Source: an optimization exercise on an open RTL-to-GDS flow (aim: small area). Production flows keep margins and buffers that such runs may drop.
In this exercise RTL edits were held to simulation tests only and were not proved equivalent to the original.

==> flow/design.v <==
`timescale 1ns / 1ps
module lcd_controller(
    input rst,
    input clk,
    input rs_in,
    input [7:0] data_in,
    input strobe_in,
    input [7:0] period_clk_ns,
    output lcd_e,
    output [3:0] lcd_nibble,
    output lcd_rs,
    output lcd_rw,
    output disable_flash,
    output reg done
    );
    localparam PH_WAIT = 2'd0, PH_WR = 2'd1, PH_STB = 2'd2, PH_LD = 2'd3;
    reg [2:0] idx;
    reg [1:0] ph;
    reg [19:0] cnt;
    reg [3:0] nib;
    wire [23:0] wcnt = {nib, cnt};
    wire ready = idx[2] & (idx[1] | idx[0]);
    wire [8:0] stab = cnt[8:0];
    wire [8:0] hold = cnt[17:9];
    wire active = stab[8] | stab[7] | stab[6] | (stab[5] & (stab[4] | stab[3]));
    wire hold_done = hold[8] | (hold[7] & hold[6] & hold[5] & hold[4]);
    wire stb = (ph == PH_STB);
    wire [9:0] lo_c;
    wire [8:0] lo_sum;
    assign lo_c[0] = 1'b0;
    genvar i;
    generate
        for (i = 0; i < 8; i = i + 1) begin : lo_fa
            assign lo_sum[i] = stab[i] ^ period_clk_ns[i] ^ lo_c[i];
            assign lo_c[i+1] = (stab[i] & period_clk_ns[i]) | (lo_c[i] & (stab[i] ^ period_clk_ns[i]));
        end
    endgenerate
    assign lo_sum[8] = stab[8] ^ lo_c[8];
    assign lo_c[9] = stab[8] & lo_c[8];
    wire [7:0] hi_add = period_clk_ns & {8{stb & active}};
    wire [11:0] hi_c;
    wire [10:0] hi_sum;
    assign hi_c[0] = lo_c[9] & ~stb;
    generate
        for (i = 0; i < 8; i = i + 1) begin : hi_fa
            assign hi_sum[i] = cnt[9+i] ^ hi_add[i] ^ hi_c[i];
            assign hi_c[i+1] = (cnt[9+i] & hi_add[i]) | (hi_c[i] & (cnt[9+i] ^ hi_add[i]));
        end
        for (i = 8; i < 11; i = i + 1) begin : hi_ha
            assign hi_sum[i] = cnt[9+i] ^ hi_c[i];
            assign hi_c[i+1] = cnt[9+i] & hi_c[i];
        end
    endgenerate
    wire stb_exit = active & hold_done;
    reg wait_done;
    always @* begin
        case (idx)
            3'd0: wait_done = (wcnt[23] & (wcnt[22] & (wcnt[21] & (wcnt[18] & (wcnt[15] & (wcnt[14] & (wcnt[13] & (wcnt[9] | (wcnt[8] & (wcnt[7] & wcnt[6]))))))))));
            3'd1: wait_done = (wcnt[21] & (wcnt[20] & (wcnt[19] & (wcnt[18] & (wcnt[17] & (wcnt[15] & (wcnt[12] | (wcnt[11] & (wcnt[10] & (wcnt[9] & (wcnt[8] & (wcnt[7] & (wcnt[6] | wcnt[5])))))))))))));
            3'd2: wait_done = (wcnt[16] & (wcnt[15] & (wcnt[10] & (wcnt[9] & (wcnt[8] | (wcnt[7] & (wcnt[6] | wcnt[5])))))));
            3'd3, 3'd7: wait_done = (wcnt[15] & (wcnt[12] & (wcnt[11] & (wcnt[10] & (wcnt[8] | (wcnt[7] | wcnt[6]))))));
            3'd4: wait_done = (wcnt[15] & (wcnt[14] & (wcnt[10] | (wcnt[9] & (wcnt[8] & (wcnt[7] | (wcnt[6] & (wcnt[5] | wcnt[4]))))))));
            default: wait_done = (wcnt[10] | (wcnt[9] & (wcnt[8] & (wcnt[7] & (wcnt[6] & (wcnt[5] & (wcnt[4] | wcnt[3])))))));
        endcase
    end
    assign lcd_rw = 1'b0;
    assign lcd_rs = rs_in;
    assign disable_flash = 1'b1;
    assign lcd_e = stb & (|hold);
    wire init_n1 = (idx != 3'd0) | stb;
    wire init_n0 = init_n1 & ~idx[2] & ~(idx[1] & idx[0] & stb);
    assign lcd_nibble = ready ? nib : {2'b00, init_n1, init_n0};
    wire load = (ph == PH_LD) | (ph == PH_WR) | ((ph == PH_STB) & stb_exit);
    always @(posedge clk) begin
        done <= (idx == 3'd7) & (ph == PH_WR);
        cnt <= load ? 20'd0 : {hi_sum, lo_sum};
        if (ph == PH_WR && ready) begin
            if (idx == 3'd5)
                nib <= data_in[7:4];
            else if (idx == 3'd6)
                nib <= data_in[3:0];
        end else if (~ready & load)
            nib <= 4'd0;
        else if (hi_c[11])
            nib <= nib + 4'd1;
        if (rst) begin
            idx <= 3'd0;
            ph <= PH_LD;
        end else begin
            case (ph)
                PH_LD:
                    if (idx != 3'd5)
                        ph <= PH_WAIT;
                    else if (strobe_in)
                        ph <= PH_WR;
                PH_WAIT:
                    if (wait_done)
                        ph <= PH_WR;
                PH_WR: begin
                    if (idx == 3'd4 || idx == 3'd7) begin
                        idx <= 3'd5;
                        ph <= PH_LD;
                    end else
                        ph <= PH_STB;
                end
                PH_STB:
                    if (stb_exit) begin
                        idx <= idx + 3'd1;
                        ph <= (idx[2]) ? PH_WAIT : PH_LD;
                    end
            endcase
        end
    end
endmodule
clock: 10.0 ns
lec_check: 0
cap_margin: 20
core_margin: 2
core_utilization: 40
cts_buf_list: sky130_fd_sc_hd__clkbuf_2 sky130_fd_sc_hd__clkbuf_4
cts_cluster_diameter: 100
cts_cluster_size: 40
slew_margin: 20
standard.sh (not shown) runs the stock make flow with config.mk's settings and CLKGATE_MAP_FILE= SYNTH_SCRIPT=/design/flow/synth_recipe.tcl, a recipe that flattens the netlist after the stock synthesis.
==> flow/flow/run.sh <==
#!/bin/bash
# Standard layout, with 1x port buffers, ABC's buffers removed, an area re-map of the
# logic after floorplanning, CTS without dummy loads, and power recovery (downsizing
# off the critical path).
set -euo pipefail
here=$(pwd)
export BUFFER_PORTS_ARGS="-buffer_cell sky130_fd_sc_hd__buf_1"
export CTS_ARGS="-sink_clustering_enable -repair_clock_nets -dont_use_dummy_load -buf_list {sky130_fd_sc_hd__clkbuf_2 sky130_fd_sc_hd__clkbuf_4} -root_buf sky130_fd_sc_hd__clkbuf_4 -sink_clustering_size 16 -sink_clustering_max_diameter 60"
bash standard.sh REMOVE_ABC_BUFFERS=1 RECOVER_POWER=100 POST_FLOORPLAN_TCL=$here/flow/restructure.tcl finish > make_finish.log 2>&1
==> flow/flow/filter_lib.py <==
#!/usr/bin/env python3
"""Write a copy of a Liberty file without the given don't-use cells (names or glob
patterns), for OpenROAD's restructure, which reads the Liberty file itself."""
import fnmatch, re, sys

src, dst = sys.argv[1], sys.argv[2]
pats = sys.argv[3:] + ["*lpflow*", "*probe*"]
text = open(src).read()
out = []
pos = 0
cell_re = re.compile(r'^\s*cell\s*\(\s*"?([\w]+)"?\s*\)\s*\{', re.M)
for m in cell_re.finditer(text):
    if m.start() < pos:
        continue
    name = m.group(1)
    if not any(fnmatch.fnmatch(name, p) for p in pats):
        continue
    # find the end of this cell group by brace matching
    depth = 0
    i = m.end() - 1
    while True:
        c = text[i]
        if c == '{':
            depth += 1
        elif c == '}':
            depth -= 1
            if depth == 0:
                break
        i += 1
    out.append(text[pos:m.start()])
    pos = i + 1
out.append(text[pos:])
open(dst, "w").write("".join(out))
==> flow/flow/restructure.tcl <==
# Area recovery: re-map the combinational logic with ABC after floorplanning.
# restructure reads the Liberty file itself, so give it a copy without the
# platform's don't-use cells.
set rmp_dir $::env(LOG_DIR)/rmp
file mkdir $rmp_dir
set rmp_lib $::env(OBJECTS_DIR)/rmp_allowed.lib
exec python3 [file join [file dirname [info script]] filter_lib.py] \
  [lindex $::env(LIB_FILES) 0] $rmp_lib {*}$::env(DONT_USE_CELLS) >& $rmp_dir/filter_lib.log
restructure -target area -liberty_file $rmp_lib \
  -tielo_port sky130_fd_sc_hd__conb_1/LO -tiehi_port sky130_fd_sc_hd__conb_1/HI \
  -work_dir $rmp_dir -abc_logfile $rmp_dir/abc.log
The baseline produced a clean layout.
==> next run, changes <==
==> flow/flow/run.sh (replaced) <==
#!/bin/bash
# Standard layout, with 1x port buffers, ABC's buffers removed, an area re-map of the
# logic after floorplanning, CTS without dummy loads, and power recovery (downsizing
# off the critical path).
set -euo pipefail
here=$(pwd)
export BUFFER_PORTS_ARGS="-buffer_cell sky130_fd_sc_hd__buf_1"
export CTS_ARGS="-sink_clustering_enable -repair_clock_nets -dont_use_dummy_load -buf_list {sky130_fd_sc_hd__clkbuf_2 sky130_fd_sc_hd__clkbuf_4} -sink_clustering_size 40 -sink_clustering_max_diameter 100"
bash standard.sh REMOVE_ABC_BUFFERS=1 RECOVER_POWER=100 POST_FLOORPLAN_TCL=$here/flow/restructure.tcl finish > make_finish.log 2>&1
--- a/flow/flow/restructure.tcl
+++ b/flow/flow/restructure.tcl
@@ -1,2 +1,3 @@
 # Area recovery: re-map the combinational logic with ABC after floorplanning.
+# The full and half adders that synthesis mapped are kept as they are.
 # restructure reads the Liberty file itself, so give it a copy without the
@@ -8,2 +9,5 @@
   [lindex $::env(LIB_FILES) 0] $rmp_lib {*}$::env(DONT_USE_CELLS) >& $rmp_dir/filter_lib.log
+set adders [get_cells -quiet -filter "ref_name =~ sky130_fd_sc_hd__fa_* || ref_name =~ sky130_fd_sc_hd__ha_*"]
+puts "Keeping [llength $adders] adder cells"
+if {[llength $adders]} { set_dont_touch $adders }
 restructure -target area -liberty_file $rmp_lib \
@@ -11 +15,2 @@
   -work_dir $rmp_dir -abc_logfile $rmp_dir/abc.log
+if {[llength $adders]} { unset_dont_touch $adders }
After rerunning: This time the run aborted during floorplan (2_1_floorplan) (ODB-0370). Synthesized cell count is unchanged. Area after synthesis stays the same.
==> next run, changes <==
==> flow/flow/run.sh (replaced) <==
#!/bin/bash
# Standard layout, with 1x port buffers, ABC's buffers removed, an area re-map of the
# logic after floorplanning, CTS without dummy loads, and power recovery (downsizing
# off the critical path).
set -euo pipefail
here=$(pwd)
export BUFFER_PORTS_ARGS="-buffer_cell sky130_fd_sc_hd__buf_1"
export CTS_ARGS="-sink_clustering_enable -repair_clock_nets -dont_use_dummy_load -buf_list {sky130_fd_sc_hd__clkbuf_8} -root_buf sky130_fd_sc_hd__clkbuf_8 -sink_clustering_size 50 -sink_clustering_max_diameter 500"
bash standard.sh REMOVE_ABC_BUFFERS=1 RECOVER_POWER=100 POST_FLOORPLAN_TCL=$here/flow/restructure.tcl finish > make_finish.log 2>&1
==> flow/flow/restructure.tcl (replaced) <==
# Area recovery: re-map the combinational logic with ABC after floorplanning.
# restructure reads the Liberty file itself, so give it a copy without the
# platform's don't-use cells.
set rmp_dir $::env(LOG_DIR)/rmp
file mkdir $rmp_dir
set rmp_lib $::env(OBJECTS_DIR)/rmp_allowed.lib
exec python3 [file join [file dirname [info script]] filter_lib.py] \
  [lindex $::env(LIB_FILES) 0] $rmp_lib {*}$::env(DONT_USE_CELLS) >& $rmp_dir/filter_lib.log
restructure -target area -liberty_file $rmp_lib \
  -tielo_port sky130_fd_sc_hd__conb_1/LO -tiehi_port sky130_fd_sc_hd__conb_1/HI \
  -work_dir $rmp_dir -abc_logfile $rmp_dir/abc.log
Now the flow ran to the end with no violations.
Area after synthesis is unchanged.
Synthesized cell count does not change.

-- what the ideal ports hide --
Ports are ideal in the flow. The routed layouts listed here were re-timed in OpenROAD.
Step 1 (the two cells are an assumption about what drives the block):
set clk [get_ports {clk}]
set_driving_cell -lib_cell sky130_fd_sc_hd__clkbuf_16 $clk
set_driving_cell -lib_cell sky130_fd_sc_hd__buf_2 [delete_from_list [all_inputs] $clk]
Step 2, shift: input delay + t, output delay - t, t = (earliest + latest rising clock arrival at the registers) / 2. This alone moves slack from input paths to output paths.
Three values: ideal ports, drivers, drivers and shift; two values: the first two.
run	t (ns)	setup slack, ns	worst setup path at the end	clock arrival spread, ns	worst register clock-pin slew, ns
the first run	0.341	1.947 / 1.949 / 1.608	input to register	0.013 / 0.013	0.09 / 0.09
the third run	0.299	1.863 / 1.869 / 1.570	input to register	0.008 / 0.008	0.06 / 0.06
After both steps every run listed still meets setup and hold. For the first run, which loses most, drivers alone change the setup slack by +0.002 ns; drivers and shift together by -0.339 ns.
